From an optimization exercise on the open Yosys and OpenROAD flow, aimed at small area and a short achievable clock period; shortcuts taken in it are not production practice. No functional check of the RTL was part of any run shown here. Power figures rest on the tool's default switching activity, not on a simulated workload.

==> flow/design.v <==
`timescale 1ns / 1ps
module final_main #(
    parameter integer CLK_FREQUENCY_HZ = 20000
) (
    input             clk,
    input             reset,
    input       [5:0] pBtns,
    output      [9:0] bike_col_position,
    output      [9:0] left_car_row, left_car_column,
    output      [9:0] right_car_row, right_car_column,
    output      [9:0] middle_car_row, middle_car_column,
    output reg  [2:0] left_car_icon_num, right_car_icon_num, middle_car_icon_num,
    output reg  [2:0] background_num,
    output      [1:0] speed_hunds,
    output      [3:0] speed_tens, speed_ones,
    output reg  [3:0] dist_ones, dist_tens, dist_hunds, dist_thous,
    output reg  [1:0] dist_tenthous
);
    reg [6:0] c;           
    reg [2:0] h8;          
    reg [2:0] d5, e5;      
    reg       tick50hz;
    reg       bg_step;
    wire [1:0] speed_range;    
    wire       speed_zero;
    wire w100 = (c == C_LAST);
    wire d4   = (d5 == 3'd4);
    wire ev50 = w100 & (h8[1:0] == 2'd3);
    wire ev40 = w100 & d4;
    wire ev20 = w100 & d4 & h8[0];
    wire ev10 = w100 & d4 & (h8[1:0] == 2'd3);
    wire ev5  = w100 & d4 & (h8 == 3'd7);
    wire ev1  = ev5 & (e5 == 3'd4);
    localparam [6:0] C_FIRST = 7'b0000001;
    localparam [6:0] C_LAST  = 7'b1011101;
    always @(posedge clk) begin
        if (reset) begin
            c  <= C_FIRST;
            h8 <= 3'd0;
            d5 <= 3'd0;
            e5 <= 3'd0;
        end else if (w100) begin
            c  <= C_FIRST;
            h8 <= h8 + 3'd1;
            d5 <= d4 ? 3'd0 : d5 + 3'd1;
            if (d4) e5 <= (e5 == 3'd4) ? 3'd0 : e5 + 3'd1;
        end else begin
            c <= {c[5:0], c[6] ^ c[5]};
        end
    end
    always @(posedge clk) begin
        if (reset) begin
            tick50hz <= 1'b0;
            bg_step  <= 1'b0;
        end else begin
            tick50hz <= ev50;
            bg_step  <= ~speed_zero &
                        ((speed_range == 2'd0) ? ev5  :
                         (speed_range == 2'd1) ? ev10 :
                         (speed_range == 2'd2) ? ev20 : ev40);
        end
    end
    reg [1:0] sec_cnt;
    reg [1:0] count_init;
    reg [3:0] obst;
    always @(posedge clk) begin
        if (reset) begin
            sec_cnt    <= 2'd0;
            count_init <= 2'd2;
            obst       <= 4'd11;
        end else if (ev1) begin
            sec_cnt <= sec_cnt + 2'd1;
            if (sec_cnt == 2'd3) begin
                if (count_init[1] == count_init[0]) begin
                    obst       <= obst + 4'd7;
                    count_init <= 2'd3;
                end else begin
                    count_init <= count_init - 2'd1;
                end
            end
        end
    end
    wire obst_active          = (count_init == 2'd3) & (sec_cnt == 2'd0);
    wire left_obstacle_flag   = obst_active & obst[3] & ~(obst[2] & obst[1]);
    wire right_obstacle_flag  = obst_active & obst[2] & ~(obst[3] & obst[1]);
    wire middle_obstacle_flag = obst_active & obst[1] & ~(obst[3] & obst[2]);
    reg [7:0] acceleration;
    reg       acceleration_flag, deceleration_flag;
    always @(posedge clk) begin
        if (reset) begin
            acceleration      <= 8'd0;
            acceleration_flag <= 1'b0;
            deceleration_flag <= 1'b0;
        end else if (tick50hz) begin
            if (pBtns[1] | pBtns[3]) begin
                if (acceleration[7:6] != 2'b11)
                    acceleration <= acceleration + 8'd1;
                acceleration_flag <= ~pBtns[1];
                deceleration_flag <= pBtns[1];
            end else begin
                acceleration      <= 8'd0;
                acceleration_flag <= 1'b0;
                deceleration_flag <= 1'b1;
            end
        end
    end
    bcd_module SPEED (
        .clk(clk), .reset(reset), .tick(tick50hz),
        .decelerate(deceleration_flag), .accelerate(acceleration_flag),
        .acceleration_range(acceleration[7:6]),
        .speed_hunds(speed_hunds), .speed_tens(speed_tens), .speed_ones(speed_ones),
        .speed_range(speed_range), .speed_zero(speed_zero)
    );
    wire [4:0] dist_add = (speed_range == 2'b00) ? 5'd1 :
                          (speed_range == 2'b01) ? 5'd2 :
                          (speed_range == 2'b10) ? 5'd4 : 5'd8;
    wire [4:0] ones_sum = dist_add + dist_ones;
    wire       c0 = (ones_sum >= 5'd10);
    wire       c1 = c0 & (dist_tens == 4'd9);
    wire       c2 = c1 & (dist_hunds == 4'd9);
    wire       c3 = c2 & (dist_thous == 4'd9);
    wire       dist_sat = dist_tenthous[1] &
                          (dist_tenthous[0] | (dist_thous == 4'd9) & (dist_hunds == 4'd9) &
                           (dist_tens == 4'd9) & (dist_ones >= 4'd2));
    always @(posedge clk) begin
        if (reset) begin
            dist_ones     <= 4'd0;
            dist_tens     <= 4'd0;
            dist_hunds    <= 4'd0;
            dist_thous    <= 4'd0;
            dist_tenthous <= 2'd0;
        end else if (tick50hz) begin
            if (dist_sat) begin
                dist_ones     <= 4'd0;
                dist_tens     <= 4'd0;
                dist_hunds    <= 4'd0;
                dist_thous    <= 4'd0;
                dist_tenthous <= 2'd3;
            end else begin
                dist_ones <= c0 ? ones_sum - 5'd10 : ones_sum[3:0];
                if (c0) dist_tens  <= c1 ? 4'd0 : dist_tens + 4'd1;
                if (c1) dist_hunds <= c2 ? 4'd0 : dist_hunds + 4'd1;
                if (c2) dist_thous <= c3 ? 4'd0 : dist_thous + 4'd1;
                if (c3) dist_tenthous <= dist_tenthous + 2'd1;
            end
        end
    end
    always @(posedge clk) begin
        if (reset)
            background_num <= 3'd0;
        else if (bg_step)
            background_num <= background_num + 3'd1;
    end
    reg [9:1] bike_col;
    assign bike_col_position = {bike_col, 1'b0};
    wire [9:1] bike_right = (bike_col >= 9'd450) ? 9'd454 : bike_col + 9'd4;
    wire [9:1] bike_left  = (bike_col <= 9'd4)   ? 9'd0   : bike_col - 9'd4;
    always @(posedge clk) begin
        if (reset) begin
            bike_col <= 9'd227;
        end else if (tick50hz) begin
            if (pBtns[2])
                bike_col <= bike_right;
            else if (pBtns[4])
                bike_col <= bike_left;
        end
    end
    reg [8:0] lrow;
    reg [9:0] lcol;
    assign left_car_row    = {~lrow[8], lrow};
    assign left_car_column = lcol;
    wire [6:0] lm    = lrow[6:0];
    wire       lhold = ~lrow[8];
    reg [3:0] ldelta;
    reg [2:0] licon;
    always @(posedge clk) begin
        if (reset) begin
            lrow              <= 9'h0ff;        
            lcol              <= 10'd1023;
            left_car_icon_num <= 3'd0;
        end else if (tick50hz) begin
            if (left_obstacle_flag) begin
                lrow              <= 9'h190;        
                lcol              <= 10'd500;
                left_car_icon_num <= 3'd0;
            end else if (lhold) begin
                left_car_icon_num <= 3'd0;
            end else begin
                lrow[6:0] <= lm + 7'd1;
                if (lm == 7'd127) lrow[8:7] <= 2'b00;    
                lcol <= lcol - ldelta;
                left_car_icon_num <= licon;
            end
        end
    end
    always @(*) begin
        if (lm < 7'd31)       begin ldelta = 4'd3;  licon = 3'd2; end
        else if (lm == 7'd31) begin ldelta = 4'd15; licon = 3'd3; end
        else if (lm < 7'd46)  begin ldelta = 4'd4;  licon = 3'd3; end
        else if (lm < 7'd86)  begin ldelta = (lm == 7'd46) ? 4'd4 : 4'd5; licon = 3'd4; end
        else                  begin ldelta = 4'd6;  licon = 3'd5; end
    end
    reg       rrow8;
    reg [6:0] rm;
    reg [8:0] rcol;
    assign right_car_row    = {~rrow8, rrow8, 1'b1, rm};
    assign right_car_column = {1'b1, rcol};
    wire rhold = ((rcol[8:3] == 6'b111111) & (rcol[2] | (rcol[1] & rcol[0])));
    reg [2:0] rdelta;
    reg [2:0] ricon;
    always @(posedge clk) begin
        if (reset) begin
            rrow8              <= 1'b0;
            rm                 <= 7'd127;
            rcol               <= 9'd511;
            right_car_icon_num <= 3'd0;
        end else if (tick50hz) begin
            if (right_obstacle_flag) begin
                rrow8              <= 1'b1;
                rm                 <= 7'd16;
                rcol               <= 9'd12;
                right_car_icon_num <= 3'd0;
            end else if (rhold) begin
                right_car_icon_num <= 3'd0;
            end else begin
                rm <= rm + 7'd1;
                rcol <= rcol + rdelta;
                right_car_icon_num <= ricon;
            end
        end
    end
    always @(*) begin
        if (rm < 7'd31)      begin rdelta = 3'd3; ricon = 3'd2; end
        else if (rm < 7'd46) begin rdelta = 3'd4; ricon = 3'd3; end
        else if (rm < 7'd86) begin rdelta = 3'd5; ricon = 3'd4; end
        else                 begin rdelta = 3'd6; ricon = 3'd5; end
    end
    reg       mrow_hi;     
    reg [6:0] mm;
    reg       mcol7, mcol5, mcol4;
    assign middle_car_row    = {~mrow_hi, mrow_hi, mrow_hi, mm};
    assign middle_car_column = {2'b01, mcol7, 1'b1, mcol5, mcol4, 4'b1111};
    always @(posedge clk) begin
        if (reset) begin
            mrow_hi             <= 1'b1;
            mm                  <= 7'd16;
            {mcol7, mcol5, mcol4} <= 3'b110;
            middle_car_icon_num <= 3'd0;
        end else if (tick50hz) begin
            if (middle_obstacle_flag) begin
                mrow_hi             <= 1'b1;
                mm                  <= 7'd16;
                {mcol7, mcol5, mcol4} <= 3'b110;
                middle_car_icon_num <= 3'd0;
            end else if (!mrow_hi) begin
                middle_car_icon_num <= 3'd0;
            end else begin
                mm <= mm + 7'd1;
                if (mm == 7'd127) mrow_hi <= 1'b0;
                if (mm < 7'd31) begin
                    {mcol7, mcol5, mcol4} <= 3'b110;
                    middle_car_icon_num   <= 3'd2;
                end else if (mm < 7'd46) begin
                    {mcol7, mcol5, mcol4} <= 3'b101;
                    middle_car_icon_num   <= 3'd3;
                end else if (mm < 7'd86) begin
                    {mcol7, mcol5, mcol4} <= 3'b011;
                    middle_car_icon_num   <= 3'd4;
                end else begin
                    {mcol7, mcol5, mcol4} <= 3'b011;
                    middle_car_icon_num   <= 3'd5;
                end
            end
        end else begin
            middle_car_icon_num <= 3'd0;
        end
    end
endmodule
`timescale 1ns / 1ps
module bcd_module (
    input            clk,
    input            reset,
    input            tick,
    input            decelerate,
    input            accelerate,
    input      [1:0] acceleration_range,
    output reg [1:0] speed_hunds,
    output reg [3:0] speed_tens,
    output reg [3:0] speed_ones,
    output     [1:0] speed_range,
    output           speed_zero
);
    wire [1:0] h = speed_hunds;
    wire [3:0] t = speed_tens;
    wire [3:0] o = speed_ones;
    wire above8   = (h != 2'd0) | (t != 4'd0) | (o == 4'd9);
    wire below248 = ~h[1] | (t < 4'd4) | ((t == 4'd4) & (o < 4'd8));
    wire below64  = (h == 2'd0) & ((t < 4'd6) | ((t == 4'd6) & (o < 4'd4)));
    wire below128 = (h == 2'd0) | ((h == 2'd1) & ((t < 4'd2) | ((t == 4'd2) & (o < 4'd8))));
    wire below192 = (h == 2'd0) | ((h == 2'd1) & ((t < 4'd9) | (o < 4'd2)));
    assign speed_range = below64 ? 2'd0 : below128 ? 2'd1 : below192 ? 2'd2 : 2'd3;
    assign speed_zero  = (h == 2'd0) & (t == 4'd0) & (o == 4'd0);
    wire [3:0] up   = (acceleration_range == 2'd3) ? 4'd8 :
                      (acceleration_range == 2'd2) ? 4'd4 :
                      (acceleration_range == 2'd1) ? 4'd2 : 4'd1;
    wire [1:0] down = (acceleration_range != 2'd0) ? 2'd2 : 2'd1;
    wire [4:0] o_up = o + up;
    wire       carry  = (o_up >= 5'd10);
    wire       borrow = (o < {2'b00, down});
    wire [3:0] o_inc  = carry ? o_up[3:0] - 4'd10 : o_up[3:0];
    wire [3:0] o_dec  = borrow ? o + 4'd10 - {2'b00, down} : o - {2'b00, down};
    wire [3:0] t_inc  = (t == 4'd9) ? 4'd0 : t + 4'd1;
    wire [3:0] t_dec  = (t == 4'd0) ? 4'd9 : t - 4'd1;
    always @(posedge clk) begin
        if (reset) begin
            speed_hunds <= 2'd0;
            speed_tens  <= 4'd0;
            speed_ones  <= 4'd0;
        end else if (tick) begin
            if (decelerate) begin
                if (above8) begin
                    speed_ones <= o_dec;
                    if (borrow) begin
                        speed_tens <= t_dec;
                        if (t == 4'd0) speed_hunds <= h - 2'd1;
                    end
                end else begin
                    speed_hunds <= 2'd0;
                    speed_tens  <= 4'd0;
                    speed_ones  <= 4'd0;
                end
            end else if (accelerate) begin
                if (below248) begin
                    speed_ones <= o_inc;
                    if (carry) begin
                        speed_tens <= t_inc;
                        if (t == 4'd9) speed_hunds <= h + 2'd1;
                    end
                end else begin
                    speed_hunds <= 2'd2;
                    speed_tens  <= 4'd5;
                    speed_ones  <= 4'd5;
                end
            end
        end
    end
endmodule
module pwm_audio #(
    parameter integer CLK_FREQUENCY_HZ = 20000
) (
    input            clk,
    input            reset,
    input      [9:0] speed,        
    input      [7:0] duty_cycle,
    output reg       pwm_audio_out
);
    reg  [5:0] clk_cnt;
    reg        tickhz;
    reg  [7:0] counter;
    wire [9:0] min_speed;
    pwm_min_speed LUT (.cnt(clk_cnt), .min_speed(min_speed));
    wire top_reached = ~less10(speed, min_speed);
    wire [3:0] lt2, eq2;
    wire [1:0] lt4, eq4;
    wire       lt8, eq8;
    pwm_cmp2 C0 (.a(duty_cycle[1:0]), .b(counter[1:0]), .lt(lt2[0]), .eq(eq2[0]));
    pwm_cmp2 C1 (.a(duty_cycle[3:2]), .b(counter[3:2]), .lt(lt2[1]), .eq(eq2[1]));
    pwm_cmp2 C2 (.a(duty_cycle[5:4]), .b(counter[5:4]), .lt(lt2[2]), .eq(eq2[2]));
    pwm_cmp2 C3 (.a(duty_cycle[7:6]), .b(counter[7:6]), .lt(lt2[3]), .eq(eq2[3]));
    pwm_cmb  M0 (.lt_lo(lt2[0]), .eq_lo(eq2[0]), .lt_hi(lt2[1]), .eq_hi(eq2[1]), .lt(lt4[0]), .eq(eq4[0]));
    pwm_cmb  M1 (.lt_lo(lt2[2]), .eq_lo(eq2[2]), .lt_hi(lt2[3]), .eq_hi(eq2[3]), .lt(lt4[1]), .eq(eq4[1]));
    pwm_cmb  M2 (.lt_lo(lt4[0]), .eq_lo(eq4[0]), .lt_hi(lt4[1]), .eq_hi(eq4[1]), .lt(lt8), .eq(eq8));
    wire       duty_high = ~lt8;      
    function less10;             
        input [9:0] a, b;
        integer i;
        begin
            less10 = 1'b0;
            for (i = 0; i < 10; i = i + 1)
                less10 = (~a[i] & b[i]) | (~(a[i] ^ b[i]) & less10);
        end
    endfunction
    always @(posedge clk) begin
        if (reset) begin
            clk_cnt <= 6'd0;
            tickhz  <= 1'b0;
        end else if (top_reached) begin
            clk_cnt <= 6'd0;
            tickhz  <= 1'b1;
        end else begin
            clk_cnt <= clk_cnt + 6'd1;
            tickhz  <= 1'b0;
        end
    end
    always @(posedge clk) begin
        if (reset) begin
            pwm_audio_out <= 1'b0;
            counter       <= 8'd0;
        end else if (tickhz) begin
            counter       <= counter + 8'd1;
            pwm_audio_out <= (duty_cycle != 8'd0) & duty_high;
        end
    end
endmodule
module pwm_cmp2 (
    input  [1:0] a, b,
    output       lt, eq
);
    assign lt = (~a[1] & b[1]) | (~(a[1] ^ b[1]) & ~a[0] & b[0]);
    assign eq = (a == b);
endmodule
module pwm_cmb (
    input  lt_lo, eq_lo, lt_hi, eq_hi,
    output lt, eq
);
    assign lt = lt_hi | (eq_hi & lt_lo);
    assign eq = eq_hi & eq_lo;
endmodule
module pwm_min_speed (
    input  [5:0] cnt,
    output [9:0] min_speed
);
  wire new_n17, new_n18, new_n19, new_n21, new_n22, new_n24, new_n26,
    new_n27, new_n28, new_n29, new_n30, new_n31, new_n32, new_n33, new_n35,
    new_n36, new_n37, new_n38, new_n39, new_n40, new_n41, new_n43, new_n44,
    new_n45, new_n46, new_n47, new_n48, new_n49, new_n50, new_n51, new_n52,
    new_n54, new_n55, new_n56, new_n57, new_n58, new_n59, new_n60, new_n61,
    new_n62, new_n63, new_n64, new_n65, new_n67, new_n68, new_n69, new_n70,
    new_n71, new_n72, new_n73, new_n74, new_n75, new_n76, new_n77, new_n78,
    new_n79, new_n81, new_n82, new_n83, new_n84, new_n85, new_n86, new_n87,
    new_n88, new_n89, new_n90, new_n91, new_n92, new_n93, new_n94, new_n95,
    new_n96, new_n97, new_n98, new_n99, new_n100, new_n101, new_n102,
    new_n104, new_n105, new_n106, new_n107, new_n108, new_n109, new_n110,
    new_n111, new_n112, new_n113, new_n114, new_n115, new_n116, new_n117,
    new_n118, new_n119, new_n120, new_n121, new_n122, new_n123, new_n124,
    new_n125, new_n126, new_n127, new_n128;
  assign new_n17 = ~cnt[3] & ~cnt[2];
  assign new_n18 = ~cnt[5] & ~cnt[1];
  assign new_n19 = ~cnt[4] & new_n18;
  assign min_speed[9] = new_n17 & new_n19;
  assign new_n21 = ~cnt[5] & ~cnt[4];
  assign new_n22 = cnt[1] & new_n17;
  assign min_speed[8] = new_n21 & new_n22;
  assign new_n24 = ~cnt[3] & cnt[2];
  assign min_speed[7] = new_n19 & new_n24;
  assign new_n26 = cnt[3] & cnt[2];
  assign new_n27 = cnt[1] & cnt[0];
  assign new_n28 = ~cnt[3] & cnt[0];
  assign new_n29 = ~new_n27 & ~new_n28;
  assign new_n30 = ~cnt[2] & ~new_n29;
  assign new_n31 = cnt[2] & ~cnt[1];
  assign new_n32 = new_n21 & ~new_n26;
  assign new_n33 = ~new_n31 & new_n32;
  assign min_speed[6] = ~new_n30 & new_n33;
  assign new_n35 = ~cnt[2] & ~new_n27;
  assign new_n36 = cnt[4] & ~new_n35;
  assign new_n37 = cnt[4] & ~cnt[3];
  assign new_n38 = ~cnt[3] & ~cnt[1];
  assign new_n39 = ~new_n35 & ~new_n38;
  assign new_n40 = ~new_n37 & ~new_n39;
  assign new_n41 = ~cnt[5] & ~new_n36;
  assign min_speed[5] = ~new_n40 & new_n41;
  assign new_n43 = ~cnt[4] & ~cnt[0];
  assign new_n44 = ~cnt[3] & ~new_n43;
  assign new_n45 = ~new_n36 & new_n44;
  assign new_n46 = ~cnt[4] & ~cnt[1];
  assign new_n47 = ~cnt[2] & ~new_n43;
  assign new_n48 = ~new_n46 & new_n47;
  assign new_n49 = new_n46 & ~new_n47;
  assign new_n50 = cnt[3] & ~new_n48;
  assign new_n51 = ~new_n49 & new_n50;
  assign new_n52 = ~cnt[5] & ~new_n45;
  assign min_speed[4] = ~new_n51 & new_n52;
  assign new_n54 = cnt[3] & cnt[1];
  assign new_n55 = ~new_n24 & ~new_n54;
  assign new_n56 = new_n36 & new_n55;
  assign new_n57 = cnt[2] & cnt[0];
  assign new_n58 = ~cnt[4] & cnt[0];
  assign new_n59 = ~cnt[2] & ~new_n58;
  assign new_n60 = new_n54 & ~new_n59;
  assign new_n61 = ~cnt[0] & ~new_n24;
  assign new_n62 = new_n46 & ~new_n61;
  assign new_n63 = ~new_n60 & ~new_n62;
  assign new_n64 = ~new_n57 & ~new_n63;
  assign new_n65 = ~new_n56 & ~new_n64;
  assign min_speed[3] = ~cnt[5] & ~new_n65;
  assign new_n67 = ~cnt[2] & cnt[1];
  assign new_n68 = new_n37 & ~new_n67;
  assign new_n69 = ~cnt[4] & new_n55;
  assign new_n70 = ~new_n68 & ~new_n69;
  assign new_n71 = ~cnt[0] & ~new_n70;
  assign new_n72 = ~new_n37 & ~new_n54;
  assign new_n73 = new_n57 & ~new_n72;
  assign new_n74 = ~new_n71 & ~new_n73;
  assign new_n75 = ~cnt[5] & ~new_n74;
  assign new_n76 = cnt[2] & new_n27;
  assign new_n77 = cnt[5] & ~cnt[3];
  assign new_n78 = ~cnt[4] & new_n77;
  assign new_n79 = ~new_n76 & new_n78;
  assign min_speed[2] = new_n75 | new_n79;
  assign new_n81 = cnt[3] & ~cnt[0];
  assign new_n82 = ~cnt[5] & ~new_n81;
  assign new_n83 = ~new_n17 & ~new_n26;
  assign new_n84 = new_n58 & new_n83;
  assign new_n85 = ~cnt[2] & new_n43;
  assign new_n86 = ~new_n84 & ~new_n85;
  assign new_n87 = ~new_n82 & ~new_n86;
  assign new_n88 = ~cnt[5] & cnt[0];
  assign new_n89 = new_n26 & new_n88;
  assign new_n90 = ~new_n87 & ~new_n89;
  assign new_n91 = cnt[1] & ~new_n90;
  assign new_n92 = ~cnt[3] & ~cnt[0];
  assign new_n93 = ~cnt[5] & ~new_n92;
  assign new_n94 = cnt[2] & ~new_n81;
  assign new_n95 = ~new_n93 & new_n94;
  assign new_n96 = ~new_n57 & new_n93;
  assign new_n97 = new_n46 & ~new_n95;
  assign new_n98 = ~new_n96 & new_n97;
  assign new_n99 = ~new_n28 & ~new_n83;
  assign new_n100 = cnt[4] & new_n18;
  assign new_n101 = ~new_n99 & new_n100;
  assign new_n102 = ~new_n98 & ~new_n101;
  assign min_speed[1] = new_n91 | ~new_n102;
  assign new_n104 = cnt[5] & ~new_n28;
  assign new_n105 = ~cnt[0] & new_n26;
  assign new_n106 = new_n104 & ~new_n105;
  assign new_n107 = ~new_n24 & new_n82;
  assign new_n108 = cnt[1] & ~new_n106;
  assign new_n109 = ~new_n107 & new_n108;
  assign new_n110 = ~new_n38 & ~new_n57;
  assign new_n111 = new_n104 & ~new_n110;
  assign new_n112 = cnt[5] & ~cnt[1];
  assign new_n113 = ~new_n28 & ~new_n112;
  assign new_n114 = ~cnt[2] & ~new_n77;
  assign new_n115 = ~new_n113 & new_n114;
  assign new_n116 = ~new_n111 & ~new_n115;
  assign new_n117 = ~new_n109 & new_n116;
  assign new_n118 = ~cnt[4] & ~new_n117;
  assign new_n119 = ~new_n22 & ~new_n26;
  assign new_n120 = new_n82 & ~new_n119;
  assign new_n121 = ~new_n83 & ~new_n112;
  assign new_n122 = cnt[5] & ~new_n17;
  assign new_n123 = ~cnt[0] & ~new_n122;
  assign new_n124 = ~new_n121 & new_n123;
  assign new_n125 = ~new_n120 & ~new_n124;
  assign new_n126 = cnt[4] & ~new_n125;
  assign new_n127 = new_n18 & new_n105;
  assign new_n128 = ~new_n126 & ~new_n127;
  assign min_speed[0] = new_n118 | ~new_n128;
endmodule
`timescale 1ns / 1ps
module roadrash_top (
    input         clk,
    input         reset,
    input  [5:0]  pBtns,
    input  [7:0]  duty_cycle,
    output [9:0]  bike_col_position,
    output [9:0]  left_car_row, left_car_column,
    output [9:0]  right_car_row, right_car_column,
    output [9:0]  middle_car_row, middle_car_column,
    output [2:0]  left_car_icon_num, right_car_icon_num, middle_car_icon_num,
    output [2:0]  background_num,
    output [3:0]  speed_hunds, speed_tens, speed_ones,
    output [3:0]  score_ones, score_tens, score_hunds,
    output [3:0]  score_thous, score_tenthous, score_hundthous,
    output        pwm_audio_out
    );
    localparam integer CLK_FREQUENCY_HZ = 20000;
    wire [1:0] dist_tenthous, speed_h;
    final_main #(.CLK_FREQUENCY_HZ(CLK_FREQUENCY_HZ)) CONTROLLER (
        .clk(clk), .reset(reset), .pBtns(pBtns),
        .bike_col_position(bike_col_position),
        .left_car_row(left_car_row), .left_car_column(left_car_column),
        .right_car_row(right_car_row), .right_car_column(right_car_column),
        .middle_car_row(middle_car_row), .middle_car_column(middle_car_column),
        .left_car_icon_num(left_car_icon_num), .right_car_icon_num(right_car_icon_num),
        .middle_car_icon_num(middle_car_icon_num), .background_num(background_num),
        .speed_hunds(speed_h), .speed_tens(speed_tens), .speed_ones(speed_ones),
        .dist_ones(score_ones), .dist_tens(score_tens), .dist_hunds(score_hunds),
        .dist_thous(score_thous), .dist_tenthous(dist_tenthous)
    );
    assign score_tenthous  = {2'b00, dist_tenthous};
    assign score_hundthous = 4'd0;
    assign speed_hunds = {2'b00, speed_h};
    pwm_audio #(.CLK_FREQUENCY_HZ(CLK_FREQUENCY_HZ)) AUDIO (
        .clk(clk), .reset(reset), .speed({speed_h, speed_tens, speed_ones}), .duty_cycle(duty_cycle),
        .pwm_audio_out(pwm_audio_out)
    );
endmodule
==> flow/flow/run.sh <==
#!/bin/bash
# Layout flow: the standard flow (standard.sh) with these changes.
#  * The port buffers are sky130_fd_sc_hd__buf_1 instead of the delay cell
#    buffer_ports picks by default (the weakest buffer).
#  * repair_timing (after CTS and global routing) works to a setup margin of
#    62.75 ns, so it also shortens the slowest input and output paths.
# Floorplan, power grid, tap cells, placement, CTS and routing are ORFS's.
# Each step's full output goes to a log file in this folder.
set -euo pipefail
rm -rf scripts_area
cp -r "$FLOW_HOME/scripts" scripts_area
cp flow/abc_area.script scripts_area/abc_area.script
SCRIPTS_DIR="$PWD/scripts_area" ADDER_MAP_FILE= SYNTH_KEEP_MODULES="pwm_cmp2 pwm_cmb" \
  bash standard.sh synth > synth.log 2>&1
SETUP_SLACK_MARGIN=62.75 BUFFER_PORTS_ARGS="-buffer_cell sky130_fd_sc_hd__buf_1" \
  bash standard.sh finish > layout.log 2>&1
==> flow/flow/abc_area.script <==
strash
&get -n
&fraig -x
&put
dc2
strash
&get -n
&deepsyn -T 30
&put
strash
&get -n
&dch -f
&nf -R 1000
&put
topo
==> flow/standard.sh <==
#!/bin/bash
# synth_recipe.tcl (not shown) runs the flow's synth.tcl, then flattens the netlist and writes it again
# the make line also repeats each setting of config.mk as NAME=value (left out here)
make -C /OpenROAD-flow-scripts/flow DESIGN_CONFIG=/design/flow/config.mk WORK_HOME=/design/flow/orfs CLKGATE_MAP_FILE= SYNTH_SCRIPT=/design/flow/synth_recipe.tcl "${@:-finish}"
==> flow/config.mk <==
export PLATFORM = sky130hd
export DESIGN_NAME = roadrash_top
export DESIGN_NICKNAME = roadrash_top
export VERILOG_FILES = /design/flow/design.v
export SDC_FILE = /design/flow/constraint.sdc
export NUM_CORES = 4
export LEC_CHECK = 0
export ABC_AREA = 1
export CAP_MARGIN = 20
export CORE_MARGIN = 2
export CORE_UTILIZATION = 65
export CTS_BUF_LIST = sky130_fd_sc_hd__clkbuf_16
export CTS_CLUSTER_DIAMETER = 80
export CTS_CLUSTER_SIZE = 30
export SLEW_MARGIN = 20
==> flow/constraint.sdc <==
create_clock -name core_clock -period 80.0 [get_ports {clk}]
set_input_delay 16.0000 -clock core_clock [delete_from_list [all_inputs] [get_ports {clk}]]
set_output_delay 16.0000 -clock core_clock [all_outputs]
set_load 0.01 [all_outputs]
==> results_tabular.tex, run 1 <==
\begin{tabular}{lr}
\hline
Metric & Value \\
\hline
\multicolumn{2}{l}{\textbf{Power and ir drop}} \\
Power per standard cell area & 19.3 mW/mm2 \\
Leak & 3.08 nW \\
Power, Total & 158 uW \\
Max VDD drop & 0.0000186 V \\
\multicolumn{2}{l}{\textbf{GRT}} \\
Global routing usage summed across all routing layers & 28.7\% \\
Antenna violations before repair & 0 \\
Global-route congestion overflow total & 0 \\
Pin count of the biggest net entering global routing & 46 \\
Global-route wire length before repair & 27,200 um \\
Number of global-route vias before repair & 6,049 \\
\multicolumn{2}{l}{\textbf{Clock network}} \\
Clock Sink Count & 148 \\
Maximum level of the CTS H-tree & 4 \\
Hold buffers post-CTS & 0 \\
Clock tree root buffer cell & sky130\_fd\_sc\_hd\_\_clkbuf\_16 \\
Skew-Pair Late Insertion Delay & 420 ps \\
Clock-pin slew reported for the worst setup and hold paths after clock tree synthesis & 60 ps \\
TritonCTS buffer count & 17 \\
Clock buffer depth & 2 \\
Clock tree from TritonCTS & yes \\
\multicolumn{2}{l}{\textbf{Synthesis}} \\
Post-synthesis instance area & 0.00700 mm2 \\
Cell count after synthesis & 891 \\
Avg Inst Size Synth & 7.85 um2 \\
Number of warning messages in the yosys log & 3 \\
\multicolumn{2}{l}{\textbf{Setup path}} \\
List of cells traversed by the critical path & buf\_1 \\
Arr. time, crit path & 1220 ps \\
Worst-path maximum fanout & 13 \\
CP Data Required Time & 64,000 ps \\
Worst Setup End Kind & primary output \\
Delay of the slowest critical-path stage & 590 ps \\
Setup slack on the worst flop-to-flop path & 76,330 ps \\
Count of buffering cells on the critical path with inverters included & 1 \\
Family of cells with the greatest summed delay on the critical path & flip-flops \\
Critical path launch point type & flop \\
Worst setup path category & flop to primary output \\
Critical-path cell with the highest stage delay & sky130\_fd\_sc\_hd\_\_dfxtp\_1 \\
\multicolumn{2}{l}{\textbf{Placement}} \\
IO Port Bufs & 114 \\
Detailed-placement wirelength estimate & 10,600 um \\
RePlAce Congestion & 0.953 \\
\multicolumn{2}{l}{\textbf{Routing}} \\
Detailed-route wire length per cell & 13.9 um \\
Iteration count of the initial detailed-routing pass & 7 \\
Total via count in the routed design & 6,766 \\
Antenna Nets Post-Route & 0 \\
Final wirelength & 16,200 um \\
Vias per Instance & 5.79 \\
Count of unresolved DRC violations after routing & 0 \\
Number of design-rule violations left by the first detailed-router iteration & 579 \\
\multicolumn{2}{l}{\textbf{Die}} \\
Row cnt & 37 \\
Die boundary width & 108 um \\
Placeable core region & 0.0104 mm2 \\
Height of the die & 108 um \\
Number of top-level pins & 135 \\
Initial cell density of the core & 67.5\% \\
Overall die area & 0.0116 mm2 \\
\multicolumn{2}{l}{\textbf{STA}} \\
Worst Max-Slew Pin Slew & 818 ps \\
Setup Viol. Count Final & 0 \\
Max-slew violation count & 0 \\
Post-route worst hold slack & 456 ps \\
Max-Slew Margin vs Limit & 44.9\% \\
Final worst clock skew & 8.54 ps \\
Maximum operating frequency & 58.1 MHz \\
Unrepaired setup endpoints after global routing & false \\
Final critical-path share of the clock period & 21.5\% \\
Final Hold Fails & 0 \\
Crit path time final & 17,220 ps \\
Total Neg Setup Slack & 0 ps \\
\multicolumn{2}{l}{\textbf{Layout}} \\
Total Nets Final & 1,036 \\
Area Growth Syn to Fin & 16.8\% \\
Number of antenna cells inserted & 0 \\
Layout cells sized above 1 & 4.26\% \\
Number of fillers in the final layout & 765 \\
\multicolumn{2}{l}{\textbf{Run status}} \\
Status & timing/DRC/antenna clean \\
\multicolumn{2}{l}{\textbf{Hold path}} \\
Path class of the lowest-slack min-delay path & flop to flop \\
\multicolumn{2}{l}{\textbf{Run}} \\
Max-cap viol count & 0 \\
\hline
\end{tabular}
[flip-flops by register name, indices dropped and copies added, names as in the netlist, 6 cells and up]
register and cells:
AUDIO.clk_cnt 6, CONTROLLER.bike_col 9, CONTROLLER.c 7, CONTROLLER.acceleration 8, AUDIO.counter 8, CONTROLLER.rm 7
CONTROLLER.mm 7, CONTROLLER.lcol 10, CONTROLLER.rcol 9, CONTROLLER.lrow 9
[layer usage]
layer  global-route usage, %  vias up  share of wire, %
met5                       0        -                 0
met4                    10.9        0               1.5
met3                    5.75       25               6.0
met2                    48.2      240                48
met1                    36.4     3084                44
li1                        -     3417                 -
[repair_timing]
item                                   in CTS  in global routing
gates resized for setup                     4                  8
endpoints found under the hold margin       0                  0
pin swaps                                   0                  4
setup endpoints to repair                  51                 11
setup buffers                               0                  2
[area by class of cell]
| cell class | instances | area, um2 | area share (%) |
|---|---|---|---|
| flip-flops and latches | 148 | 2970 | 36.3 |
| clock buffers | 17 | 425 | 5.20 |
| repair buffers | 118 | 473 | 5.79 |
| multi-input cells | 703 | 3840 | 47.0 |
| clock inverters | 15 | 166 | 2.04 |
| well taps | 136 | 170 | 2.08 |
| inverters | 32 | 133 | 1.62 |
[where the power goes]
| group | leakage (nW) | switching, mW | internal, mW |
|---|---|---|---|
| Combinational | 1.61 | 0.00322 | 0.00146 |
| Clock | 0.279 | 0.0303 | 0.0486 |
| Sequential | 1.20 | 0.000441 | 0.0740 |
| Total | 3.08 | 0.0339 | 0.124 |
[final timing paths]
check,endpoint,start,depth (start not counted)
setup / recovery,speed_ones[2],CONTROLLER.SPEED.speed_ones[2],1
hold / removal,CONTROLLER.c[3],CONTROLLER.c[2],1
hold reg to reg,CONTROLLER.c[3],CONTROLLER.c[2],1
setup reg to reg,CONTROLLER.lcol[9],CONTROLLER.lrow[8],17
[cells in the final DEF, fill, tap and decap left out, types with 17 or more instances in the layout]
master and instances:
sky130_fd_sc_hd__nor3_1 45, sky130_fd_sc_hd__nor2b_1 20, sky130_fd_sc_hd__o21ai_0 78, sky130_fd_sc_hd__nand3_1 30
sky130_fd_sc_hd__dfxtp_1 146, sky130_fd_sc_hd__clkinv_1 34, sky130_fd_sc_hd__and3_1 25, sky130_fd_sc_hd__nand2_1 94
sky130_fd_sc_hd__xnor2_1 17, sky130_fd_sc_hd__conb_1 18, sky130_fd_sc_hd__nor2_1 100, sky130_fd_sc_hd__buf_1 112
sky130_fd_sc_hd__a21oi_1 83, sky130_fd_sc_hd__clkbuf_16 17, sky130_fd_sc_hd__and2_0 23
[metrics by stage]
| step | utilization [%] | cells | setup WS, ps | instance area (um2) |
|---|---|---|---|---|
| after CTS | 78.5 | 1167 | 62770 | 8140 |
| after detailed placement | 72.6 | 1135 | 61660 | 7530 |
| final | 78.8 | 1169 | 62780 | 8170 |
| after global placement | 72.6 | 1135 | 61680 | 7530 |
| after global routing | 78.8 | 1169 | 62730 | 8170 |
| after floorplan | - | 907 | 62580 | 7090 |
==> inputs of run 2 (changes only) <==
--- a/flow/design.v
+++ b/flow/design.v
@@ -33,19 +33,18 @@
     wire ev1  = ev5 & (e5 == 3'd4);
     localparam [6:0] C_FIRST = 7'b0000001;
     localparam [6:0] C_LAST  = 7'b1011101;
+    wire d_wrap = w100 & d4;                   
     always @(posedge clk) begin
         if (reset) begin
             c  <= C_FIRST;
             h8 <= 3'd0;
             d5 <= 3'd0;
             e5 <= 3'd0;
-        end else if (w100) begin
-            c  <= C_FIRST;
-            h8 <= h8 + 3'd1;
-            d5 <= d4 ? 3'd0 : d5 + 3'd1;
-            if (d4) e5 <= (e5 == 3'd4) ? 3'd0 : e5 + 3'd1;
         end else begin
-            c <= {c[5:0], c[6] ^ c[5]};
+            c  <= w100 ? C_FIRST : {c[5:0], c[6] ^ c[5]};
+            h8 <= h8 + {2'd0, w100};
+            d5 <= d_wrap ? 3'd0 : d5 + {2'd0, w100};
+            e5 <= (d_wrap & (e5 == 3'd4)) ? 3'd0 : e5 + {2'd0, d_wrap};
         end
     end
     always @(posedge clk) begin
@@ -122,6 +121,13 @@
     wire       dist_sat = dist_tenthous[1] &
                           (dist_tenthous[0] | (dist_thous == 4'd9) & (dist_hunds == 4'd9) &
                            (dist_tens == 4'd9) & (dist_ones >= 4'd2));
+    wire       cin0 = tick50hz & c0;
+    wire       cin1 = tick50hz & c1;
+    wire       cin2 = tick50hz & c2;
+    wire       cin3 = tick50hz & c3;
+    wire [3:0] tens_up  = dist_tens  + {3'd0, cin0};
+    wire [3:0] hunds_up = dist_hunds + {3'd0, cin1};
+    wire [3:0] thous_up = dist_thous + {3'd0, cin2};
     always @(posedge clk) begin
         if (reset) begin
             dist_ones     <= 4'd0;
@@ -129,27 +135,25 @@
             dist_hunds    <= 4'd0;
             dist_thous    <= 4'd0;
             dist_tenthous <= 2'd0;
-        end else if (tick50hz) begin
-            if (dist_sat) begin
-                dist_ones     <= 4'd0;
-                dist_tens     <= 4'd0;
-                dist_hunds    <= 4'd0;
-                dist_thous    <= 4'd0;
-                dist_tenthous <= 2'd3;
-            end else begin
-                dist_ones <= c0 ? ones_sum - 5'd10 : ones_sum[3:0];
-                if (c0) dist_tens  <= c1 ? 4'd0 : dist_tens + 4'd1;
-                if (c1) dist_hunds <= c2 ? 4'd0 : dist_hunds + 4'd1;
-                if (c2) dist_thous <= c3 ? 4'd0 : dist_thous + 4'd1;
-                if (c3) dist_tenthous <= dist_tenthous + 2'd1;
-            end
+        end else if (tick50hz & dist_sat) begin
+            dist_ones     <= 4'd0;
+            dist_tens     <= 4'd0;
+            dist_hunds    <= 4'd0;
+            dist_thous    <= 4'd0;
+            dist_tenthous <= 2'd3;
+        end else begin
+            if (tick50hz) dist_ones <= c0 ? ones_sum - 5'd10 : ones_sum[3:0];
+            dist_tens     <= (tens_up  == 4'd10) ? 4'd0 : tens_up;
+            dist_hunds    <= (hunds_up == 4'd10) ? 4'd0 : hunds_up;
+            dist_thous    <= (thous_up == 4'd10) ? 4'd0 : thous_up;
+            dist_tenthous <= dist_tenthous + {1'b0, cin3};
         end
     end
     always @(posedge clk) begin
         if (reset)
             background_num <= 3'd0;
-        else if (bg_step)
-            background_num <= background_num + 3'd1;
+        else
+            background_num <= background_num + {2'd0, bg_step};
     end
     reg [9:1] bike_col;
     assign bike_col_position = {bike_col, 1'b0};
@@ -173,26 +177,27 @@
     wire       lhold = ~lrow[8];
     reg [3:0] ldelta;
     reg [2:0] licon;
+    wire lstep = tick50hz & ~left_obstacle_flag & ~lhold;
+    wire lload = tick50hz & left_obstacle_flag;
     always @(posedge clk) begin
         if (reset) begin
-            lrow              <= 9'h0ff;        
-            lcol              <= 10'd1023;
-            left_car_icon_num <= 3'd0;
-        end else if (tick50hz) begin
-            if (left_obstacle_flag) begin
-                lrow              <= 9'h190;        
-                lcol              <= 10'd500;
-                left_car_icon_num <= 3'd0;
-            end else if (lhold) begin
-                left_car_icon_num <= 3'd0;
-            end else begin
-                lrow[6:0] <= lm + 7'd1;
-                if (lm == 7'd127) lrow[8:7] <= 2'b00;    
-                lcol <= lcol - ldelta;
-                left_car_icon_num <= licon;
-            end
+            lrow <= 9'h0ff;        
+            lcol <= 10'd1023;
+        end else if (lload) begin
+            lrow <= 9'h190;        
+            lcol <= 10'd500;
+        end else begin
+            lrow[6:0] <= lm + {6'd0, lstep};
+            if (lstep & (lm == 7'd127)) lrow[8:7] <= 2'b00;    
+            lcol <= lcol - (lstep ? ldelta : 4'd0);
         end
     end
+    always @(posedge clk) begin
+        if (reset)
+            left_car_icon_num <= 3'd0;
+        else if (tick50hz)
+            left_car_icon_num <= lstep ? licon : 3'd0;
+    end
     always @(*) begin
         if (lm < 7'd31)       begin ldelta = 4'd3;  licon = 3'd2; end
         else if (lm == 7'd31) begin ldelta = 4'd15; licon = 3'd3; end
@@ -208,27 +213,28 @@
     wire rhold = ((rcol[8:3] == 6'b111111) & (rcol[2] | (rcol[1] & rcol[0])));
     reg [2:0] rdelta;
     reg [2:0] ricon;
+    wire rstep = tick50hz & ~right_obstacle_flag & ~rhold;
+    wire rload = tick50hz & right_obstacle_flag;
     always @(posedge clk) begin
         if (reset) begin
-            rrow8              <= 1'b0;
-            rm                 <= 7'd127;
-            rcol               <= 9'd511;
-            right_car_icon_num <= 3'd0;
-        end else if (tick50hz) begin
-            if (right_obstacle_flag) begin
-                rrow8              <= 1'b1;
-                rm                 <= 7'd16;
-                rcol               <= 9'd12;
-                right_car_icon_num <= 3'd0;
-            end else if (rhold) begin
-                right_car_icon_num <= 3'd0;
-            end else begin
-                rm <= rm + 7'd1;
-                rcol <= rcol + rdelta;
-                right_car_icon_num <= ricon;
-            end
+            rrow8 <= 1'b0;
+            rm    <= 7'd127;
+            rcol  <= 9'd511;
+        end else if (rload) begin
+            rrow8 <= 1'b1;
+            rm    <= 7'd16;
+            rcol  <= 9'd12;
+        end else begin
+            rm   <= rm + {6'd0, rstep};
+            rcol <= rcol + (rstep ? rdelta : 3'd0);
         end
     end
+    always @(posedge clk) begin
+        if (reset)
+            right_car_icon_num <= 3'd0;
+        else if (tick50hz)
+            right_car_icon_num <= rstep ? ricon : 3'd0;
+    end
     always @(*) begin
         if (rm < 7'd31)      begin rdelta = 3'd3; ricon = 3'd2; end
         else if (rm < 7'd46) begin rdelta = 3'd4; ricon = 3'd3; end
@@ -240,41 +246,28 @@
     reg       mcol7, mcol5, mcol4;
     assign middle_car_row    = {~mrow_hi, mrow_hi, mrow_hi, mm};
     assign middle_car_column = {2'b01, mcol7, 1'b1, mcol5, mcol4, 4'b1111};
+    wire mstep = tick50hz & ~middle_obstacle_flag & mrow_hi;
+    wire mload = tick50hz & middle_obstacle_flag;
+    reg [2:0] mcol_next, micon;
+    always @(*) begin
+        if (mm < 7'd31)      begin mcol_next = 3'b110; micon = 3'd2; end
+        else if (mm < 7'd46) begin mcol_next = 3'b101; micon = 3'd3; end
+        else if (mm < 7'd86) begin mcol_next = 3'b011; micon = 3'd4; end
+        else                 begin mcol_next = 3'b011; micon = 3'd5; end
+    end
     always @(posedge clk) begin
-        if (reset) begin
-            mrow_hi             <= 1'b1;
-            mm                  <= 7'd16;
+        if (reset | mload) begin
+            mrow_hi               <= 1'b1;
+            mm                    <= 7'd16;
             {mcol7, mcol5, mcol4} <= 3'b110;
-            middle_car_icon_num <= 3'd0;
-        end else if (tick50hz) begin
-            if (middle_obstacle_flag) begin
-                mrow_hi             <= 1'b1;
-                mm                  <= 7'd16;
-                {mcol7, mcol5, mcol4} <= 3'b110;
-                middle_car_icon_num <= 3'd0;
-            end else if (!mrow_hi) begin
-                middle_car_icon_num <= 3'd0;
-            end else begin
-                mm <= mm + 7'd1;
-                if (mm == 7'd127) mrow_hi <= 1'b0;
-                if (mm < 7'd31) begin
-                    {mcol7, mcol5, mcol4} <= 3'b110;
-                    middle_car_icon_num   <= 3'd2;
-                end else if (mm < 7'd46) begin
-                    {mcol7, mcol5, mcol4} <= 3'b101;
-                    middle_car_icon_num   <= 3'd3;
-                end else if (mm < 7'd86) begin
-                    {mcol7, mcol5, mcol4} <= 3'b011;
-                    middle_car_icon_num   <= 3'd4;
-                end else begin
-                    {mcol7, mcol5, mcol4} <= 3'b011;
-                    middle_car_icon_num   <= 3'd5;
-                end
-            end
         end else begin
-            middle_car_icon_num <= 3'd0;
+            mm <= mm + {6'd0, mstep};
+            if (mstep & (mm == 7'd127)) mrow_hi <= 1'b0;
+            if (mstep) {mcol7, mcol5, mcol4} <= mcol_next;
         end
     end
+    always @(posedge clk)
+        middle_car_icon_num <= (~reset & mstep) ? micon : 3'd0;
 endmodule
 `timescale 1ns / 1ps
 module bcd_module (
@@ -393,13 +386,16 @@
         end
     end
     always @(posedge clk) begin
-        if (reset) begin
+        if (reset)
+            counter <= 8'd0;
+        else
+            counter <= counter + {7'd0, tickhz};
+    end
+    always @(posedge clk) begin
+        if (reset)
             pwm_audio_out <= 1'b0;
-            counter       <= 8'd0;
-        end else if (tickhz) begin
-            counter       <= counter + 8'd1;
+        else if (tickhz)
             pwm_audio_out <= (duty_cycle != 8'd0) & duty_high;
-        end
     end
 endmodule
 module pwm_cmp2 (
--- a/flow/config.mk
+++ b/flow/config.mk
@@ -9,7 +9,6 @@
 export CAP_MARGIN = 20
 export CORE_MARGIN = 2
 export CORE_UTILIZATION = 65
-export CTS_BUF_LIST = sky130_fd_sc_hd__clkbuf_16
-export CTS_CLUSTER_DIAMETER = 80
+export CTS_BUF_LIST = sky130_fd_sc_hd__clkbuf_8
 export CTS_CLUSTER_SIZE = 30
 export SLEW_MARGIN = 20
==> run 2 against run 1 <==
  * Area after synthesis grew 1.3%
  * Still clean
  * Critical path depth is the same
  * Sequential cell count is the same
  * Highest routed layer unchanged
  * Sequential power is essentially flat
  * Clock skew grew 3.5 ps
  * Cell area shrank 1.4%
  * First-iteration DRC count shrank 13%
  * Global-route usage shrank 0.29 points
  * Fmax grew 0.30%
  * Via count grew 1.6%
==> results_tabular.tex, run 2 <==
\begin{tabular}{lr}
\hline
Metric & Value \\
\hline
\multicolumn{2}{l}{\textbf{Run status}} \\
Status & timing/DRC/antenna clean \\
\multicolumn{2}{l}{\textbf{Layout}} \\
Flip-flop count of the largest register, all copies and words added & 10 (unchanged) \\
Most used cells in the layout excluding fill and tap cells & sky130\_fd\_sc\_hd\_\_dfxtp\_1, sky130\_fd\_sc\_hd\_\_nor2\_1, sky130\_fd\_sc\_hd\_\_buf\_1, sky130\_fd\_sc\_hd\_\_nand2\_1, sky130\_fd\_sc\_hd\_\_o21ai\_0 \\
Multi-input gate area & 0.00391 mm2 (+1.9\%) \\
Area Growth Syn to Fin & 13.7\% \\
Number of antenna cells inserted & 0 (unchanged) \\
Register area & 0.00297 mm2 (+0.25\%) \\
Total Nets Final & 1,043 (+0.68\%) \\
Number of fillers in the final layout & 865 (+13\%) \\
Layout cells sized above 1 & 4.23\% (-0.025 points) \\
Design Area, Final & 0.00806 mm2 (-1.4\%) \\
Share of the core filled with cells & 75.0\% (-3.8 points) \\
Register with the most flip-flops & CONTROLLER.lcol \\
Most frequent standard cell in the layout excluding fill and tap cells & sky130\_fd\_sc\_hd\_\_dfxtp\_1 \\
\multicolumn{2}{l}{\textbf{STA}} \\
Crit path time final & 17,170 ps (-51.1 ps) \\
Max-Slew Margin vs Limit & 40.6\% (-4.3 points) \\
Unrepaired setup endpoints after global routing & false \\
Final critical-path share of the clock period & 21.5\% (-0.064 points) \\
Max-slew violation count & 0 (unchanged) \\
Maximum operating frequency & 58.2 MHz (+0.30\%) \\
Worst Max-Slew Pin Slew & 882 ps (+63.5 ps) \\
Final worst clock skew & 12.0 ps (+3.48 ps) \\
Final Hold Fails & 0 (unchanged) \\
Total Neg Setup Slack & 0 ps (unchanged) \\
Setup Viol. Count Final & 0 (unchanged) \\
\multicolumn{2}{l}{\textbf{GRT}} \\
Global-route congestion overflow total & 0 (unchanged) \\
Global routing usage summed across all routing layers & 28.4\% (-0.29 points) \\
Global-route wire length before repair & 27,100 um (-0.40\%) \\
Antenna violations before repair & 0 (unchanged) \\
Number of global-route vias before repair & 5,935 (-1.9\%) \\
Pin count of the biggest net entering global routing & 49 (+6.5\%) \\
\multicolumn{2}{l}{\textbf{Die}} \\
Die boundary width & 108 um (+0.61\%) \\
Row cnt & 38 (+2.7\%) \\
Overall die area & 0.0118 mm2 (+1.2\%) \\
Placeable core region & 0.0107 mm2 (+3.6\%) \\
Height of the die & 108 um (+0.61\%) \\
Initial cell density of the core & 66.0\% (-1.5 points) \\
Number of top-level pins & 135 (unchanged) \\
\multicolumn{2}{l}{\textbf{Routing}} \\
Count of unresolved DRC violations after routing & 0 (unchanged) \\
Detailed-route wire length per cell & 13.9 um (+0.35\%) \\
Iteration count of the initial detailed-routing pass & 5 (-2) \\
Number of design-rule violations left by the first detailed-router iteration & 506 (-13\%) \\
Vias per Instance & 5.83 (+0.72\%) \\
Antenna Nets Post-Route & 0 (unchanged) \\
Final wirelength & 16,400 um (+1.2\%) \\
Total via count in the routed design & 6,873 (+1.6\%) \\
\multicolumn{2}{l}{\textbf{Clock network}} \\
TritonCTS buffer count & 17 (unchanged) \\
Clock tree root buffer cell & sky130\_fd\_sc\_hd\_\_clkbuf\_8 \\
Clock tree from TritonCTS & yes \\
Maximum level of the CTS H-tree & 4 (unchanged) \\
Clock Sink Count & 148 (unchanged) \\
Skew-Pair Late Insertion Delay & 450 ps (+30 ps) \\
Clock buffer depth & 2 (unchanged) \\
Setup Buffers After CTS & 0 (unchanged) \\
Clock-pin slew reported for the worst setup and hold paths after clock tree synthesis & 80 ps (+20 ps) \\
\multicolumn{2}{l}{\textbf{Setup path}} \\
Arr. time, crit path & 1170 ps (-50 ps) \\
List of cells traversed by the critical path & buf\_1 \\
Count of buffering cells on the critical path with inverters included & 1 (unchanged) \\
Critical-path cell with the highest stage delay & sky130\_fd\_sc\_hd\_\_dfxtp\_1 \\
Worst Setup End Kind & primary output \\
Setup slack on the worst flop-to-flop path & 75,780 ps (-550 ps) \\
Delay of the slowest critical-path stage & 510 ps (-80 ps) \\
Reg2reg path depth & 18 (+1) \\
Cell depth of the worst setup path & 1 (unchanged) \\
CP Data Required Time & 64,000 ps (about the same) \\
Worst setup path category & flop to primary output \\
Critical path launch point type & flop \\
Family of cells with the greatest summed delay on the critical path & flip-flops \\
Worst-path maximum fanout & 9 (-4) \\
\multicolumn{2}{l}{\textbf{Power and ir drop}} \\
Leak & 3.15 nW (+2.2\%) \\
Max VDD drop & 0.0000176 V (-5.2\%) \\
Power per standard cell area & 17.5 mW/mm2 (-9.2\%) \\
\multicolumn{2}{l}{\textbf{Placement}} \\
Detailed-placement wirelength estimate & 11,300 um (+6.8\%) \\
IO Port Bufs & 114 (unchanged) \\
RePlAce Congestion & 0.904 (-5.1\%) \\
Cell area after placement & 0.00761 mm2 (+1.1\%) \\
\multicolumn{2}{l}{\textbf{Synthesis}} \\
Post-synthesis instance area & 0.00709 mm2 (+1.3\%) \\
Cell count after synthesis & 899 (+0.90\%) \\
Number of warning messages in the yosys log & 3 (unchanged) \\
Avg Inst Size Synth & 7.88 um2 (+0.37\%) \\
\multicolumn{2}{l}{\textbf{Run}} \\
Max-cap viol count & 0 (unchanged) \\
\multicolumn{2}{l}{\textbf{Hold path}} \\
Path class of the lowest-slack min-delay path & flop to flop \\
Cells on Worst Hold Path & 1 (unchanged) \\
\hline
\end{tabular}
run 2: changes by cell type in the layout (fill, tap and decap cells not counted), moves of 6 or more:
cell                        before  now
sky130_fd_sc_hd__clkbuf_8        0   19
sky130_fd_sc_hd__clkbuf_16      17    0
sky130_fd_sc_hd__nor2_1        100  114
sky130_fd_sc_hd__a21oi_1        83   73
sky130_fd_sc_hd__nand3_1        30   21
sky130_fd_sc_hd__clkinv_1       34   27
sky130_fd_sc_hd__nand2_1        94  101
sky130_fd_sc_hd__and3_1         25   31
sky130_fd_sc_hd__dfxtp_1       146  140
sky130_fd_sc_hd__dfxtp_2         2    8
run 2: through the flow:
step,total power [mW],setup WS [ps],instances,hold slack [ps]
finish,0.141,62830,1179,461
global route,0.146,62760,1179,487
CTS,0.142,62730,1179,462
detailed placement,0.0803,61710,1148,437
global placement,0.0803,61720,1148,431
floorplan,0.0793,62780,915,422
run 2: worst paths after layout:
path,from,endpoint
worst max-delay path,CONTROLLER.SPEED.speed_hunds[0],speed_hunds[0]
worst min-delay path,CONTROLLER.c[0],CONTROLLER.c[1]
worst max register to register,CONTROLLER.count_init[1],CONTROLLER.lcol[9]
worst min register to register,CONTROLLER.c[0],CONTROLLER.c[1]
run 2: layout make-up:
type | count | area share (%)
well taps | 140 | 2.17
multi-input cells | 715 | 48.6
clock buffers | 19 | 3.25
clock inverters | 12 | 2.02
flip-flops and latches | 148 | 36.9
repair buffers | 117 | 5.65
inverters | 28 | 1.46
run 2: timing repair:
action,4_1_cts,5_1_grt
hold buffers,0,0
gates resized for setup,4,7
setup endpoints to repair,49,17
run 2: power breakdown:
group	switching (mW)	total, mW	internal, mW
sequential	0.000440	0.0743	0.0738
clock	0.0276	0.0626	0.0351
combinational	0.00316	0.00450	0.00133
total	0.0312	0.141	0.110
run 2: layer usage:
metal  track usage [%]  wire, um
met4              8.24       246
met2              46.0      7600
met1              37.7      7610
met3              7.05       935
met5                 0         0
==> inputs of run 3 (changes only) <==
==> flow/flow/abc_area.script (replaced) <==
strash
&get -n
&fraig -x
&put
dc2
strash
&get -n
&deepsyn -T 60
&put
strash
&get -n
&dch -f
&nf -R 1000
&put
topo
==> run 3 against run 2 <==
  * Clock skew shrank 1.9 ps
  * Power shrank 2.1%
  * Still clean
  * Combinational power grew about 40%
  * Largest cell class unchanged
  * Worst setup slack lost 7.5 ps
  * First-iteration DRC count shrank 0.59%
  * Hold slack lost 13 ps
  * Critical endpoint is now speed_ones[2]
  * Sequential cell count is the same
==> results_tabular.tex, run 3 <==
\begin{tabular}{lr}
\hline
Metric & Value \\
\hline
\multicolumn{2}{l}{\textbf{Placement}} \\
IO Port Bufs & 114 (unchanged) \\
RePlAce Congestion & 0.908 (+0.46\%) \\
Detailed-placement wirelength estimate & 11,500 um (+1.6\%) \\
Post-placement worst setup slack & 61,960 ps (+247 ps) \\
Cell area after placement & 0.00750 mm2 (-1.4\%) \\
Placed Instances & 1,117 (-2.7\%) \\
\multicolumn{2}{l}{\textbf{Routing}} \\
Final wirelength & 16,200 um (-1.4\%) \\
Total via count in the routed design & 6,782 (-1.3\%) \\
Vias per Instance & 5.90 (+1.3\%) \\
Detailed-route wire length per cell & 14.1 um (+1.2\%) \\
Iteration count of the initial detailed-routing pass & 5 (unchanged) \\
Count of unresolved DRC violations after routing & 0 (unchanged) \\
Number of design-rule violations left by the first detailed-router iteration & 503 (-0.59\%) \\
Antenna Nets Post-Route & 0 (unchanged) \\
\multicolumn{2}{l}{\textbf{Clock network}} \\
Setup Buffers After CTS & 0 (unchanged) \\
Clock buffer depth & 2 (unchanged) \\
Maximum level of the CTS H-tree & 4 (unchanged) \\
Clock Sink Count & 148 (unchanged) \\
Count of instances resized after the clock tree is built & 4 (unchanged) \\
Skew-Pair Late Insertion Delay & 450 ps (about the same) \\
Clock-pin slew reported for the worst setup and hold paths after clock tree synthesis & 80 ps (about the same) \\
Hold buffers post-CTS & 0 (unchanged) \\
Clock tree from TritonCTS & yes \\
TritonCTS buffer count & 17 (unchanged) \\
Clock tree root buffer cell & sky130\_fd\_sc\_hd\_\_clkbuf\_8 \\
\multicolumn{2}{l}{\textbf{Power and ir drop}} \\
Power, Total & 138 uW (-2.1\%) \\
Fraction of power consumed by sequential logic & 53.9\% (+1.4 points) \\
Cell internal pwr & 105 uW (-5.0\%) \\
Share of total power in the clock network & 41.6\% (-2.7 points) \\
Power per standard cell area & 17.5 mW/mm2 (-0.39\%) \\
Max VDD drop & 0.0000205 V (+16\%) \\
Fraction of power consumed by combinational cells & 4.5\% (+1.3 points) \\
Leak & 2.97 nW (-5.7\%) \\
Switching share of total power & 24.4\% (+2.3 points) \\
Switching pwr & 33.8 uW (+8.3\%) \\
\multicolumn{2}{l}{\textbf{GRT}} \\
Pin count of the biggest net entering global routing & 52 (+6.1\%) \\
Number of global-route vias before repair & 6,225 (+4.9\%) \\
Routing usage on met2 & 48.8\% (+2.8 points) \\
GR Layer Usage met3 & 7.02\% (-0.031 points) \\
Global-route wire length before repair & 26,800 um (-1.2\%) \\
Grt met1 use & 33.8\% (-3.9 points) \\
Antenna violations before repair & 0 (unchanged) \\
Global routing usage summed across all routing layers & 28.2\% (-0.27 points) \\
Most heavily used metal layer in global routing & met2 \\
Global-route congestion overflow total & 0 (unchanged) \\
\multicolumn{2}{l}{\textbf{Die}} \\
Number of top-level pins & 135 (unchanged) \\
Die boundary width & 108 um (-0.59\%) \\
Overall die area & 0.0116 mm2 (-1.2\%) \\
Row cnt & 37 (-2.6\%) \\
Placeable core region & 0.0104 mm2 (-3.5\%) \\
Height of the die & 108 um (-0.59\%) \\
Initial cell density of the core & 67.5\% (+1.6 points) \\
\multicolumn{2}{l}{\textbf{Setup path}} \\
Critical path launch point type & flop \\
Source of the critical timing path & CONTROLLER.SPEED.speed\_ones[2] \\
Worst setup path category & flop to primary output \\
Critical-path cell with the highest stage delay & sky130\_fd\_sc\_hd\_\_dfxtp\_1 \\
Family of cells with the greatest summed delay on the critical path & flip-flops \\
Count of buffering cells on the critical path with inverters included & 1 (unchanged) \\
Arr. time, crit path & 1180 ps (about the same) \\
List of cells traversed by the critical path & buf\_1 \\
Delay of the slowest critical-path stage & 540 ps (+30 ps) \\
Reg-to-reg startpoint & CONTROLLER.obst[2] \\
CP Data Required Time & 64,000 ps (about the same) \\
Worst Setup End Kind & primary output \\
Worst-path maximum fanout & 12 (+3) \\
\multicolumn{2}{l}{\textbf{STA}} \\
Final Hold Fails & 0 (unchanged) \\
Maximum operating frequency & 58.2 MHz (about the same) \\
Post-route worst hold slack & 448 ps (-13.2 ps) \\
Crit path time final & 17,180 ps (+7.50 ps) \\
Max-Slew Margin vs Limit & 54.3\% (+14 points) \\
Final worst clock skew & 10.1 ps (-1.89 ps) \\
Max-slew violation count & 0 (unchanged) \\
Worst Max-Slew Pin Slew & 680 ps (-202 ps) \\
Final worst slack & 62,820 ps (-7.50 ps) \\
Final critical-path share of the clock period & 21.5\% (about the same) \\
Unrepaired setup endpoints after global routing & false \\
Total Neg Setup Slack & 0 ps (unchanged) \\
Setup Viol. Count Final & 0 (unchanged) \\
\multicolumn{2}{l}{\textbf{Run status}} \\
Status & timing/DRC/antenna clean \\
\multicolumn{2}{l}{\textbf{Layout}} \\
Register with the most flip-flops & CONTROLLER.lcol \\
Most frequent standard cell in the layout excluding fill and tap cells & sky130\_fd\_sc\_hd\_\_dfxtp\_1 \\
Area Growth Syn to Fin & 13.2\% \\
Total Nets Final & 1,016 (-2.6\%) \\
Number of fillers in the final layout & 791 (-8.6\%) \\
Number of antenna cells inserted & 0 (unchanged) \\
Flip-flop count of the largest register, all copies and words added & 10 (unchanged) \\
Design Area, Final & 0.00792 mm2 (-1.7\%) \\
Share of the core filled with cells & 76.4\% (+1.4 points) \\
Fin cells & 1,149 (-2.5\%) \\
Layout cells sized above 1 & 4.34\% (+0.11 points) \\
Most used cells in the layout excluding fill and tap cells & sky130\_fd\_sc\_hd\_\_dfxtp\_1, sky130\_fd\_sc\_hd\_\_buf\_1, sky130\_fd\_sc\_hd\_\_nor2\_1, sky130\_fd\_sc\_hd\_\_nand2\_1, sky130\_fd\_sc\_hd\_\_a21oi\_1 \\
\multicolumn{2}{l}{\textbf{Run}} \\
Max-cap viol count & 0 (unchanged) \\
\multicolumn{2}{l}{\textbf{Hold path}} \\
Path class of the lowest-slack min-delay path & flop to flop \\
Worst Min Path Start & CONTROLLER.bike\_col[1] \\
\multicolumn{2}{l}{\textbf{Synthesis}} \\
Number of warning messages in the yosys log & 3 (unchanged) \\
Post-synthesis instance area & 0.00700 mm2 (-1.2\%) \\
Avg Inst Size Synth & 8.03 um2 (+1.8\%) \\
Cell count after synthesis & 872 (-3.0\%) \\
\hline
\end{tabular}
## run 3: area by class of cell
type / instances / area [um2] / share of cell area [%]
clock buffers: 18 / 248 / 3.13
clock inverters: 14 / 153 / 1.93
inverters: 32 / 121 / 1.53
multi-input cells: 684 / 3800 / 48.0
flip-flops and latches: 148 / 2970 / 37.5
well taps: 136 / 170 / 2.15
repair buffers: 117 / 458 / 5.78
## run 3: power by group through the flow
| stage | sequential (mW) | clock, mW | combinational, mW |
|---|---|---|---|
| after CTS | 0.0746 | 0.0584 | 0.00612 |
| after floorplan | 0.0762 | 0 | 0.00478 |
| after detailed placement | 0.0764 | 0 | 0.00605 |
| final | 0.0746 | 0.0576 | 0.00628 |
| after global placement | 0.0763 | 0 | 0.00584 |
| after global routing | 0.0747 | 0.0614 | 0.00699 |
## run 3: metal layers
metal	routed length [um]	vias up
met2	7930	220
met1	7040	3156
met4	223	0
li1	-	3377
met5	0	-
met3	978	29
## run 3: worst paths after layout
| path | cells after the start | endpoint | slack [ps] |
|---|---|---|---|
| worst min register to register | 2 | CONTROLLER.bike_col[1] | 450 |
| worst min-delay path | 2 | CONTROLLER.bike_col[1] | 450 |
| worst max-delay path | 1 | speed_ones[2] | 62820 |
| worst max register to register | 18 | CONTROLLER.lcol[9] | 75540 |

re-timing with driven ports:
No port has a modelled driver above. Below, the same layouts with a new extraction and two added sets of constraints.
Step 1 sets driving cells, clkbuf_16 on the clock port and buf_2 on the other inputs (assumed; they add their load-dependent delay and slew).
Step 2 also shifts input and output timing later by t, the mid clock arrival at the registers, as if the neighbouring blocks saw the same clock.
a / b / c = ideal / step 1 / step 2; a / b = the first two.
| run | t, ns | setup WS [ns] | worst setup path after step 2 |
|---|---|---|---|
| run 1 | 0.456 | 62.780 / 62.740 / 62.400 | input to register |
| run 2 | 0.483 | 62.831 / 62.796 / 62.398 | input to register |
| run 3 | 0.479 | 62.823 / 62.786 / 62.381 | input to register |
After both steps every run listed still meets setup and hold. The setup slack of run 3, which loses most, moves by -0.037 ns with the drivers and by -0.442 ns with both steps.
